This design comes from an exercise in tuning for small area on the open sky130 flow, not from production work.
Only simulation tests tie the RTL to the original design; equivalence was not proved.

--- flow/standard.sh ---
#!/bin/bash
# synth_recipe.tcl (not shown) runs the flow's synth.tcl, then flattens the netlist and writes it again
# the make line also repeats each setting of config.mk as NAME=value (left out here)
make -C /OpenROAD-flow-scripts/flow DESIGN_CONFIG=/design/flow/config.mk WORK_HOME=/design/flow/orfs CLKGATE_MAP_FILE= SYNTH_SCRIPT=/design/flow/synth_recipe.tcl "${@:-finish}"
--- flow/flow/run.sh ---
#!/bin/bash
# Own layout flow: the standard ORFS flow (standard.sh, including its synthesis) with
#  - the smallest buffer on the data ports (every port still gets its buffer),
#  - one buf_6 as the reset input buffer (set before repair_design, so no reset buffer tree),
#  - no CTS dummy loads.
# Each make step's full log stays under orfs/logs/; make's own output goes to standard_flow.log.
set -euo pipefail
bash standard.sh \
  BUFFER_PORTS_ARGS="-buffer_cell sky130_fd_sc_hd__buf_1" \
  PRE_RESIZE_TCL="$PWD/flow/pre_resize.tcl" \
  CTS_ARGS="-sink_clustering_enable -repair_clock_nets -buf_list sky130_fd_sc_hd__clkbuf_8 -dont_use_dummy_load" \
  finish > standard_flow.log 2>&1
--- flow/config.mk ---
export PLATFORM = sky130hd
export DESIGN_NAME = fir
export DESIGN_NICKNAME = fir
export VERILOG_FILES = /design/flow/design.v
export SDC_FILE = /design/flow/constraint.sdc
export NUM_CORES = 4
export LEC_CHECK = 0
export ABC_AREA = 1
export CAP_MARGIN = 0
export CORE_MARGIN = 2
export CORE_UTILIZATION = 65
export GPL_TIMING_DRIVEN = 0
export SLEW_MARGIN = 0
export SYNTH_HIERARCHICAL = 1
export SYNTH_MINIMUM_KEEP_SIZE = 0
--- flow/design.v ---
module fir (
    input  wire       clk,
    input  wire       rst_n,
    input  wire [3:0] din,
    output wire [3:0] dout
);
reg [3:0] sr0;
reg [3:0] sr1;
reg [3:0] sr2;
reg [3:0] sr3;
reg [3:0] sr4;
reg [3:0] sr5;
reg [3:0] sr6;
reg [3:0] sr7;
reg [3:0] sr8;
reg [3:0] sr9;
reg [3:0] sr10;
reg [3:0] sr11;
reg [3:0] sr12;
reg [3:0] sr13;
reg [3:0] sr14;
reg [3:0] sr15;
reg [3:0] sr16;
reg [3:0] sr17;
reg [3:0] sr18;
reg [3:0] sr19;
reg [3:0] sr20;
reg [3:0] sr21;
reg [3:0] sr22;
reg [3:0] sr23;
reg [3:0] sr24;
reg [3:0] sr25;
reg [3:0] dout_r;
wire [3:0] dout_nx;
always @(posedge clk or negedge rst_n) begin
    if (!rst_n) begin
        sr0 <= 4'b1000;
        sr1 <= 4'b1000;
        sr2 <= 4'b1000;
        sr3 <= 4'b1000;
        sr4 <= 4'b1000;
        sr5 <= 4'b1000;
        sr6 <= 4'b1000;
        sr7 <= 4'b1000;
        sr8 <= 4'b1000;
        sr9 <= 4'b1000;
        sr10 <= 4'b1000;
        sr11 <= 4'b1000;
        sr12 <= 4'b1000;
        sr13 <= 4'b1000;
        sr14 <= 4'b1000;
        sr15 <= 4'b1000;
        sr16 <= 4'b1000;
        sr17 <= 4'b1000;
        sr18 <= 4'b1000;
        sr19 <= 4'b1000;
        sr20 <= 4'b1000;
        sr21 <= 4'b1000;
        sr22 <= 4'b1000;
        sr23 <= 4'b1000;
        sr24 <= 4'b1000;
        sr25 <= 4'b1000;
        dout_r <= 4'b1000;
    end else begin
        sr0 <= din;
        sr1 <= sr0;
        sr2 <= sr1;
        sr3 <= sr2;
        sr4 <= sr3;
        sr5 <= sr4;
        sr6 <= sr5;
        sr7 <= sr6;
        sr8 <= sr7;
        sr9 <= sr8;
        sr10 <= sr9;
        sr11 <= sr10;
        sr12 <= sr11;
        sr13 <= sr12;
        sr14 <= sr13;
        sr15 <= sr14;
        sr16 <= sr15;
        sr17 <= sr16;
        sr18 <= sr17;
        sr19 <= sr18;
        sr20 <= sr19;
        sr21 <= sr20;
        sr22 <= sr21;
        sr23 <= sr22;
        sr24 <= sr23;
        sr25 <= sr24;
        dout_r <= dout_nx;
    end
end
wire c10, c100, c102, c104, c106, c108, c111, c113, c115, c117, c119, c12;
wire c121, c123, c125, c127, c129, c131, c133, c135, c137, c139, c14, c141;
wire c144, c146, c148, c150, c152, c154, c156, c158, c16, c160, c162, c164;
wire c166, c168, c170, c172, c174, c176, c178, c18, c181, c183, c185, c187;
wire c189, c191, c193, c195, c197, c199, c2, c20, c201, c203, c205, c207;
wire c209, c211, c213, c216, c218, c22, c220, c222, c224, c226, c228, c230;
wire c232, c234, c236, c238, c24, c240, c244, c246, c248, c250, c252, c254;
wire c256, c258, c26, c260, c262, c264, c266, c268, c270, c273, c275, c277;
wire c279, c28, c281, c283, c285, c287, c291, c293, c295, c297, c30, c301;
wire c303, c305, c307, c309, c311, c313, c315, c317, c319, c32, c321, c323;
wire c325, c327, c34, c36, c38, c4, c40, c42, c44, c46, c48, c50;
wire c52, c54, c56, c58, c6, c60, c62, c64, c66, c68, c70, c72;
wire c75, c77, c79, c8, c81, c83, c85, c87, c90, c92, c94, c96;
wire c98, n109, n142, n179, n214, n241, n242, n271, n288, n289, n298, n299;
wire n73, n88, s1, s101, s103, s105, s107, s11, s110, s112, s114, s116;
wire s118, s120, s122, s124, s126, s128, s13, s130, s132, s134, s136, s138;
wire s140, s143, s145, s147, s149, s15, s151, s153, s155, s157, s159, s161;
wire s163, s165, s167, s169, s17, s171, s173, s175, s177, s180, s182, s184;
wire s186, s188, s19, s190, s192, s194, s196, s198, s200, s202, s204, s206;
wire s208, s21, s210, s212, s215, s217, s219, s221, s223, s225, s227, s229;
wire s23, s231, s233, s235, s237, s239, s243, s245, s247, s249, s25, s251;
wire s253, s255, s257, s259, s261, s263, s265, s267, s269, s27, s272, s274;
wire s276, s278, s280, s282, s284, s286, s29, s290, s292, s294, s296, s3;
wire s300, s302, s304, s31, s320, s322, s324, s326, s33, s35, s37, s39;
wire s41, s43, s45, s47, s49, s5, s51, s53, s55, s57, s59, s61;
wire s63, s65, s67, s69, s7, s71, s76, s78, s80, s82, s84, s86;
wire s89, s9, s91, s93, s95, s97, s99;
ha us1 (.a(sr2[0]), .b(sr22[0]), .s(s1), .co(c2));
fa us3 (.a(sr2[1]), .b(sr22[1]), .c(c2), .s(s3), .co(c4));
fa us5 (.a(sr2[2]), .b(sr22[2]), .c(c4), .s(s5), .co(c6));
fa us7 (.a(sr2[3]), .b(sr22[3]), .c(c6), .s(s7), .co(c8));
ha us9 (.a(sr6[0]), .b(sr18[0]), .s(s9), .co(c10));
fa us11 (.a(sr6[1]), .b(sr18[1]), .c(c10), .s(s11), .co(c12));
fa us13 (.a(sr6[2]), .b(sr18[2]), .c(c12), .s(s13), .co(c14));
fa us15 (.a(sr6[3]), .b(sr18[3]), .c(c14), .s(s15), .co(c16));
ha us17 (.a(sr7[0]), .b(sr17[0]), .s(s17), .co(c18));
fa us19 (.a(sr7[1]), .b(sr17[1]), .c(c18), .s(s19), .co(c20));
fa us21 (.a(sr7[2]), .b(sr17[2]), .c(c20), .s(s21), .co(c22));
fa us23 (.a(sr7[3]), .b(sr17[3]), .c(c22), .s(s23), .co(c24));
ha us25 (.a(sr9[0]), .b(sr15[0]), .s(s25), .co(c26));
fa us27 (.a(sr9[1]), .b(sr15[1]), .c(c26), .s(s27), .co(c28));
fa us29 (.a(sr9[2]), .b(sr15[2]), .c(c28), .s(s29), .co(c30));
fa us31 (.a(sr9[3]), .b(sr15[3]), .c(c30), .s(s31), .co(c32));
ha us33 (.a(sr10[0]), .b(sr14[0]), .s(s33), .co(c34));
fa us35 (.a(sr10[1]), .b(sr14[1]), .c(c34), .s(s35), .co(c36));
fa us37 (.a(sr10[2]), .b(sr14[2]), .c(c36), .s(s37), .co(c38));
fa us39 (.a(sr10[3]), .b(sr14[3]), .c(c38), .s(s39), .co(c40));
ha us41 (.a(sr11[0]), .b(sr13[0]), .s(s41), .co(c42));
fa us43 (.a(sr11[1]), .b(sr13[1]), .c(c42), .s(s43), .co(c44));
fa us45 (.a(sr11[2]), .b(sr13[2]), .c(c44), .s(s45), .co(c46));
fa us47 (.a(sr11[3]), .b(sr13[3]), .c(c46), .s(s47), .co(c48));
ha us49 (.a(sr8[0]), .b(sr16[0]), .s(s49), .co(c50));
fa us51 (.a(sr8[1]), .b(sr16[1]), .c(c50), .s(s51), .co(c52));
fa us53 (.a(sr8[2]), .b(sr16[2]), .c(c52), .s(s53), .co(c54));
fa us55 (.a(sr8[3]), .b(sr16[3]), .c(c54), .s(s55), .co(c56));
ha us57 (.a(sr12[0]), .b(s49), .s(s57), .co(c58));
fa us59 (.a(sr12[1]), .b(c58), .c(s51), .s(s59), .co(c60));
fa us61 (.a(sr12[2]), .b(s53), .c(c60), .s(s61), .co(c62));
fa us63 (.a(sr12[3]), .b(s55), .c(c62), .s(s63), .co(c64));
ha us65 (.a(c56), .b(c64), .s(s65), .co(c66));
fa us67 (.a(sr3[0]), .b(sr21[0]), .c(s25), .s(s67), .co(c68));
fa us69 (.a(sr25[0]), .b(s9), .c(s41), .s(s69), .co(c70));
fa us71 (.a(s49), .b(s69), .c(din[0]), .s(s71), .co(c72));
assign n73 = ~s71;
assign c75 = s67 | n73;
fa us76 (.a(sr3[1]), .b(sr21[1]), .c(s1), .s(s76), .co(c77));
fa us78 (.a(s17), .b(s27), .c(c68), .s(s78), .co(c79));
fa us80 (.a(s76), .b(s78), .c(c75), .s(s80), .co(c81));
fa us82 (.a(sr25[1]), .b(s11), .c(s43), .s(s82), .co(c83));
fa us84 (.a(s51), .b(c70), .c(s82), .s(s84), .co(c85));
fa us86 (.a(din[1]), .b(s84), .c(c72), .s(s86), .co(c87));
assign n88 = ~s86;
fa us89 (.a(sr0[0]), .b(sr24[0]), .c(sr3[2]), .s(s89), .co(c90));
fa us91 (.a(sr21[2]), .b(s89), .c(s57), .s(s91), .co(c92));
fa us93 (.a(s3), .b(s19), .c(c77), .s(s93), .co(c94));
fa us95 (.a(s29), .b(s91), .c(c79), .s(s95), .co(c96));
fa us97 (.a(s93), .b(s95), .c(c81), .s(s97), .co(c98));
fa us99 (.a(sr25[2]), .b(sr5[0]), .c(sr19[0]), .s(s99), .co(c100));
fa us101 (.a(s33), .b(s99), .c(s13), .s(s101), .co(c102));
fa us103 (.a(s45), .b(s53), .c(c83), .s(s103), .co(c104));
fa us105 (.a(c85), .b(s101), .c(s103), .s(s105), .co(c106));
fa us107 (.a(din[2]), .b(s105), .c(c87), .s(s107), .co(c108));
assign n109 = ~s107;
fa us110 (.a(sr0[1]), .b(sr24[1]), .c(sr3[3]), .s(s110), .co(c111));
fa us112 (.a(sr21[3]), .b(sr4[0]), .c(sr20[0]), .s(s112), .co(c113));
fa us114 (.a(s17), .b(c90), .c(s110), .s(s114), .co(c115));
fa us116 (.a(s112), .b(s57), .c(s114), .s(s116), .co(c117));
fa us118 (.a(c92), .b(s5), .c(s21), .s(s118), .co(c119));
fa us120 (.a(c94), .b(s59), .c(s116), .s(s120), .co(c121));
fa us122 (.a(s31), .b(c96), .c(s118), .s(s122), .co(c123));
fa us124 (.a(s120), .b(s122), .c(c98), .s(s124), .co(c125));
fa us126 (.a(sr25[3]), .b(sr5[1]), .c(sr19[1]), .s(s126), .co(c127));
fa us128 (.a(s1), .b(s9), .c(s25), .s(s128), .co(c129));
fa us130 (.a(s33), .b(c100), .c(s126), .s(s130), .co(c131));
fa us132 (.a(s35), .b(s128), .c(s130), .s(s132), .co(c133));
fa us134 (.a(s132), .b(s15), .c(s47), .s(s134), .co(c135));
fa us136 (.a(s55), .b(c102), .c(c104), .s(s136), .co(c137));
fa us138 (.a(din[3]), .b(c106), .c(s134), .s(s138), .co(c139));
fa us140 (.a(s136), .b(s138), .c(c108), .s(s140), .co(c141));
assign n142 = ~s140;
fa us143 (.a(sr0[2]), .b(sr24[2]), .c(sr4[1]), .s(s143), .co(c144));
fa us145 (.a(sr20[1]), .b(s41), .c(c111), .s(s145), .co(c146));
fa us147 (.a(c113), .b(s143), .c(s19), .s(s147), .co(c148));
fa us149 (.a(c115), .b(s145), .c(s59), .s(s149), .co(c150));
fa us151 (.a(s147), .b(c117), .c(c32), .s(s151), .co(c152));
fa us153 (.a(s7), .b(s23), .c(c119), .s(s153), .co(c154));
fa us155 (.a(s61), .b(s149), .c(c121), .s(s155), .co(c156));
fa us157 (.a(s151), .b(c123), .c(s153), .s(s157), .co(c158));
fa us159 (.a(s155), .b(s157), .c(c125), .s(s159), .co(c160));
fa us161 (.a(sr5[2]), .b(sr19[2]), .c(s25), .s(s161), .co(c162));
fa us163 (.a(c127), .b(s3), .c(s11), .s(s163), .co(c164));
fa us165 (.a(s27), .b(s35), .c(c129), .s(s165), .co(c166));
fa us167 (.a(s161), .b(c131), .c(s37), .s(s167), .co(c168));
fa us169 (.a(s163), .b(s165), .c(c133), .s(s169), .co(c170));
fa us171 (.a(c16), .b(c48), .c(c56), .s(s171), .co(c172));
fa us173 (.a(s167), .b(s169), .c(c135), .s(s173), .co(c174));
fa us175 (.a(c137), .b(s171), .c(c139), .s(s175), .co(c176));
fa us177 (.a(s173), .b(s175), .c(c141), .s(s177), .co(c178));
assign n179 = ~s177;
fa us180 (.a(sr0[3]), .b(sr24[3]), .c(sr4[2]), .s(s180), .co(c181));
fa us182 (.a(sr20[2]), .b(c144), .c(s180), .s(s182), .co(c183));
fa us184 (.a(s43), .b(c146), .c(s182), .s(s184), .co(c185));
fa us186 (.a(s21), .b(c148), .c(s184), .s(s186), .co(c187));
fa us188 (.a(c8), .b(c24), .c(s61), .s(s188), .co(c189));
fa us190 (.a(c150), .b(c152), .c(s186), .s(s190), .co(c191));
fa us192 (.a(c154), .b(s63), .c(s188), .s(s192), .co(c193));
fa us194 (.a(c156), .b(s190), .c(c158), .s(s194), .co(c195));
fa us196 (.a(s192), .b(s194), .c(c160), .s(s196), .co(c197));
fa us198 (.a(sr5[3]), .b(sr19[3]), .c(s27), .s(s198), .co(c199));
fa us200 (.a(c162), .b(s5), .c(s13), .s(s200), .co(c201));
fa us202 (.a(s29), .b(s37), .c(c164), .s(s202), .co(c203));
fa us204 (.a(c166), .b(s198), .c(s39), .s(s204), .co(c205));
fa us206 (.a(c168), .b(s200), .c(s202), .s(s206), .co(c207));
fa us208 (.a(c170), .b(c172), .c(s204), .s(s208), .co(c209));
fa us210 (.a(s206), .b(c174), .c(s208), .s(s210), .co(c211));
fa us212 (.a(c176), .b(s210), .c(c178), .s(s212), .co(c213));
assign n214 = ~s212;
fa us215 (.a(sr4[3]), .b(sr20[3]), .c(s41), .s(s215), .co(c216));
fa us217 (.a(c181), .b(s215), .c(c183), .s(s217), .co(c218));
fa us219 (.a(s45), .b(c185), .c(s217), .s(s219), .co(c220));
fa us221 (.a(s23), .b(c187), .c(s219), .s(s221), .co(c222));
fa us223 (.a(s63), .b(c189), .c(s65), .s(s223), .co(c224));
fa us225 (.a(c191), .b(s221), .c(c193), .s(s225), .co(c226));
fa us227 (.a(s223), .b(c195), .c(s225), .s(s227), .co(c228));
fa us229 (.a(s29), .b(c199), .c(c40), .s(s229), .co(c230));
fa us231 (.a(s7), .b(s15), .c(s31), .s(s231), .co(c232));
fa us233 (.a(s39), .b(c201), .c(c203), .s(s233), .co(c234));
fa us235 (.a(c205), .b(s229), .c(c207), .s(s235), .co(c236));
fa us237 (.a(s231), .b(s233), .c(c209), .s(s237), .co(c238));
fa us239 (.a(s235), .b(c211), .c(s237), .s(s239), .co(c240));
assign n241 = ~c213;
assign n242 = ~s239;
fa us243 (.a(s227), .b(n242), .c(n241), .s(s243), .co(c244));
assign s245 = ~(c197 ^ s243);
assign c246 = c197 | s243;
fa us247 (.a(sr12[0]), .b(s43), .c(c216), .s(s247), .co(c248));
fa us249 (.a(s247), .b(c218), .c(c24), .s(s249), .co(c250));
fa us251 (.a(s47), .b(c220), .c(s249), .s(s251), .co(c252));
fa us253 (.a(c66), .b(s65), .c(c222), .s(s253), .co(c254));
fa us255 (.a(s251), .b(c224), .c(s253), .s(s255), .co(c256));
fa us257 (.a(c226), .b(s255), .c(c228), .s(s257), .co(c258));
fa us259 (.a(s257), .b(c244), .c(c246), .s(s259), .co(c260));
fa us261 (.a(c8), .b(c16), .c(c32), .s(s261), .co(c262));
fa us263 (.a(c40), .b(s31), .c(c230), .s(s263), .co(c264));
fa us265 (.a(c232), .b(c234), .c(s261), .s(s265), .co(c266));
fa us267 (.a(s263), .b(c236), .c(s265), .s(s267), .co(c268));
fa us269 (.a(c238), .b(s267), .c(c240), .s(s269), .co(c270));
assign n271 = ~s269;
assign s272 = ~(n271 ^ s259);
assign c273 = n271 | s259;
fa us274 (.a(sr12[1]), .b(s45), .c(c248), .s(s274), .co(c275));
fa us276 (.a(c48), .b(s274), .c(c250), .s(s276), .co(c277));
fa us278 (.a(c66), .b(c252), .c(s276), .s(s278), .co(c279));
fa us280 (.a(c254), .b(s278), .c(c256), .s(s280), .co(c281));
fa us282 (.a(s280), .b(c258), .c(c260), .s(s282), .co(c283));
fa us284 (.a(c32), .b(c262), .c(c264), .s(s284), .co(c285));
fa us286 (.a(c266), .b(s284), .c(c268), .s(s286), .co(c287));
assign n288 = ~c270;
assign n289 = ~s286;
fa us290 (.a(n289), .b(n288), .c(c273), .s(s290), .co(c291));
fa us292 (.a(sr12[2]), .b(s47), .c(c275), .s(s292), .co(c293));
fa us294 (.a(s292), .b(c277), .c(c279), .s(s294), .co(c295));
fa us296 (.a(s294), .b(c281), .c(c283), .s(s296), .co(c297));
assign n298 = ~c285;
assign n299 = ~c287;
fa us300 (.a(n298), .b(n299), .c(c291), .s(s300), .co(c301));
fa us302 (.a(sr12[3]), .b(c48), .c(c293), .s(s302), .co(c303));
fa us304 (.a(s302), .b(c295), .c(c297), .s(s304), .co(c305));
assign c307 = n88 & s80;
assign c309 = (n109 & c307) | (n109 & s97) | (c307 & s97);
assign c311 = (n142 & s124) | (n142 & c309) | (s124 & c309);
assign c313 = (n179 & s159) | (n179 & c311) | (s159 & c311);
assign c315 = (n214 & s196) | (n214 & c313) | (s196 & c313);
assign c317 = s245 & c315;
assign c319 = c317 & s272;
fa us320 (.a(s282), .b(c319), .c(s290), .s(s320), .co(c321));
fa us322 (.a(s296), .b(s300), .c(c321), .s(s322), .co(c323));
fa us324 (.a(c301), .b(s304), .c(c323), .s(s324), .co(c325));
fa us326 (.a(c303), .b(c305), .c(c325), .s(s326), .co(c327));
wire [4:0] q = {c327, s326, s324, s322, s320};
assign dout_nx = {q[4], ({3{q[4]}} & {3{q[3]}}) | ({3{q[4]}} & q[2:0]) | ({3{q[3]}} & q[2:0])};
assign dout = dout_r;
endmodule
module fa (input wire a, input wire b, input wire c, output wire s, output wire co);
assign s = a ^ b ^ c;
assign co = (a & b) | (a & c) | (b & c);
endmodule
module ha (input wire a, input wire b, output wire s, output wire co);
assign s = a ^ b;
assign co = a & b;
endmodule
--- flow/flow/pre_resize.tcl ---
# Drive the reset net from its (strong) input buffer alone, instead of a weak
# input buffer followed by a tree of repair buffers.
set block [ord::get_db_block]
set master [[ord::get_db] findMaster sky130_fd_sc_hd__buf_6]
set net [$block findNet rst_n]
foreach iterm [$net getITerms] {
  set inst [$iterm getInst]
  if {[string match "sky130_fd_sc_hd__buf_*" [[$inst getMaster] getName]]} {
    puts "pre_resize: [$inst getName] -> sky130_fd_sc_hd__buf_6"
    $inst swapMaster $master
  }
}
--- flow/constraint.sdc ---
create_clock -name core_clock -period 10.0 [get_ports {clk}]
set_input_delay 2.0000 -clock core_clock [delete_from_list [all_inputs] [get_ports {clk}]]
set_output_delay 2.0000 -clock core_clock [all_outputs]
set_load 0.01 [all_outputs]
==> summary.txt <==
-- modules after synthesis (local to each module, per instance) --
module | area, µm² | copies in the design | flops+latches | cells
fa | 20.0 | 138 | 0 | 1
fir | 2940 | 1 | 108 | 153
ha | 12.5 | 9 | 0 | 1
-- cell families (layout without fill, tap and decap cells) --
kind of cell,Yosys count,count (layout),share of synthesized area [%]
adders and majority gates,149,149,49.8
AOI/OAI and AO/OA,7,7,0.753
and+or+nand+nor,13,13,0.882
DFF,108,108,47.0
buffers and inverters,23,41,1.48
-- layer usage --
| metal | global-route usage [%] | routed length (µm) | vias to the layer above | part of all wire [%] |
|---|---|---|---|---|
| li1 | - | - | 937 | - |
| met1 | 36.7 | 4180 | 1345 | 41 |
| met2 | 39.9 | 5310 | 42 | 52 |
| met3 | 6.74 | 491 | 13 | 4.8 |
| met4 | 6.74 | 189 | 0 | 1.9 |
| met5 | 0 | 0 | - | 0 |
-- synth_stat cells --
| cell type | instances |
|---|---|
| nor2_1 | 1 |
| inv_1 | 23 |
| a21oi_1 | 3 |
| dfrtp_1 | 81 |
| a21oi_2 | 1 |
| o21ai_2 | 1 |
| dfstp_2 | 27 |
| nand2_1 | 11 |
| o22ai_1 | 1 |
| ha_1 | 11 |
| or2_2 | 1 |
| o21ai_1 | 1 |
| fa_1 | 138 |
-- worst reg2reg max path: cells and delay by family, from the launching register on --
family / cells / cell delay, ns
buf+inv: 5 / 0.32
simple gates: 1 / 0.20
compound gates: 1 / 0.07
fa+ha+maj: 18 / 7.28
flops: 1 / 0.40
-- final cells by class --
type                            instances  area [µm²]
Fill cell                             584        2600
Timing Repair Buffer                    9        41.3
Sequential cell                       108        2740
Multi-Input combinational cell        169        3000
Tap cell                              108         135
Clock buffer                            9         124
Inverter                               23        86.3
-- per-stage QoR --
step	cell area [µm²]	instances	hold WS (ns)	util, %	setup WS, ns
4_1_cts	6120	426	0.353	70.2	1.57
5_1_grt	6120	426	0.356	70.2	1.25
3_3_place_gp	5990	417	0.335	68.7	1.62
6_report	6120	426	0.353	70.2	1.62
3_5_place_dp	5990	417	0.337	68.7	1.49
2_1_floorplan	5820	300	0.331	-	2.02
-- layout by cell type, fill, tap and decap left out --
cell type  netlist  final
inv_1           23     23
nor2_1           1      1
dfrtp_1         81     81
a21oi_1          3      3
or2_2            1      1
buf_1            0      8
nand2_1         11     11
buf_6            0      1
a21oi_2          1      1
fa_1           138    138
dfstp_2         27     27
ha_1            11     11
o21ai_1          1      1
clkbuf_8         0      9
o22ai_1          1      1
o21ai_2          1      1
-- how the worst max path moves through the flow --
stage                      endpoint  slack (ns)    start
after floorplan           dout_r[0]        2.02   din[0]
after global placement    dout_r[2]        1.62   din[0]
after detailed placement  dout_r[0]        1.49   din[0]
after CTS                 dout_r[0]        1.57  sr11[0]
after global routing      dout_r[0]        1.25  sr11[0]
final                     dout_r[2]        1.62  sr11[0]
==> out/metrics.yaml <==
run_status:
  run_status: "no timing/DRC/antenna violations"
worst_setup_path:
  critical_path_peak_fanout: 3
  critical_path.slowest_cell: "fa_1"
  reg2regPathDepth: 25
  timing.critical_path.mode_cell: "fa_1"
  timing.rr.end: "dout_r[2]"
  crit_path_start_kind: "register"
  cp_num_buf_inv: 5
  worst-endpoint-arrival_ns: 8.62
  critPathCaptureType: "register"
  worst-endpoint-required_ns: 10.25
  setup.reg_to_reg.worst_slack_ns: 1.62
  path_delay_family: "adder cells"
  crit_type: "reg -> reg"
  cpPeakStageDelay_ns: 0.73
  worst-path-stages: 25
  worstReg2RegStart: "sr11[0]"
timing:
  setup-tns-final_ns: 0
  slew_viol_final: 0
  tightest_slew_ns: 0.939
  final_hold_viol_count: 0
  maxClockFrequency_ghz: 0.119
  unrepaired_setup_endpoints_after_global_routing: "no"
  timing.slew.headroom_pct: 37.4
  min_period_over_period_pct: 83.8
  final-setup-viol-count: 0
  clock-skew-final_ns: 0.0258
  min_period_ns: 8.38
hold_path:
  hold_end: "sr24[3]"
  min_from: "sr23[3]"
  worstHoldPathType: "reg -> reg"
  min_path_cells: 0
place:
  gp_congestion: 0.853
  buffer_ports.inserted: 9
  half_perimeter_wire_length_after_detailed_placement_um: 8520
clock_network:
  clock_tree_from_tritoncts: "yes"
  clock_insertion_delay_worst_skew_ns: 0.36
  cts_inserted_buffers: 9
  cts_resized: 0
  cts_root_buffer: "clkbuf_8"
  postCtsSetupBuffers: 0
  cts_hold_buffers: 0
  cts_sinks: 108
  cts.path.max_buffers: 2
  cts.htree.levels: 3
  worst_setup_hold_path_clk_slew_ns: 0.10
routing:
  dr_total_vias: 2337
  via_per_inst: 5.49
  drc: 0
  wl_per_cell_um: 23.9
  detailedRoute.firstPassIterationCount: 4
  route.antenna.remaining_nets: 0
  first_iter_violations: 91
  drt_wl_total_um: 10200
synth:
  yosysTopAreaCellShare_pct: 47.5
  synth.area.top_cells: "fa_1 47%, dfrtp_1 35%, dfstp_2 12%"
  syn-mean-instance-area_um2: 19.4
  synth-seq-cells: 108
  synth_top_cell_by_area: "fa_1"
  syn_inst: 300
  count_of_different_cell_masters_after_synthesis: 13
  syn_area_um2: 5820
  synth_fp_nets: 455
  yosysWarnings: 7
  synth_seq_area_share_pct: 47.0
flow_run:
  cap_viol_max_count: 0
global_route:
  total_global_route_track_usage_pct: 25.3
  global_route_wire_length_before_repair_um: 16900
  via_count_of_the_first_global_routing_pass: 2973
  globalRouteOverflowTotal: 0
  initial_antenna_violation_count: 0
  largest_net_degree_at_the_start_of_global_routing: 109
die:
  row_count: 34
  initial_utilization_pct: 66.7
  die_y_um: 98.6
  core_region_area_um2: 8720
  pin_count: 10
  die_width_um: 98.6
  area_of_the_die_um2: 9720
finish:
  num-nets-final: 475
  area_delta_synth_final_pct: 5.16
  antenna-diode-count: 0
  post_route_cells_drive_above_1_share_pct: 12.6

re-timing with driven ports:
How much do the figures lean on ideal ports? The routed layout below was timed once more, with nothing changed but the port constraints. Step 1, drivers: a clkbuf_16 drives clk and a buf_2 each remaining input, both assumed. Step 2 adds t to the input delays and takes it off the output delays; t is the mean of the earliest and latest rising clock arrival at the registers after step 1. Input paths then give back, and output paths get back, about the clock's delay inside the block. Three values: no drivers, after step 1, after step 2; two values: the first two.
shift t [ns]: 0.386
slack for setup (ns): 1.621 / 1.621 / 1.540
cell pins on the clock port's net: 1
After both steps setup and hold are still met in this run. For this run, drivers alone change the setup slack by 0.000 ns; drivers and shift together by -0.081 ns.
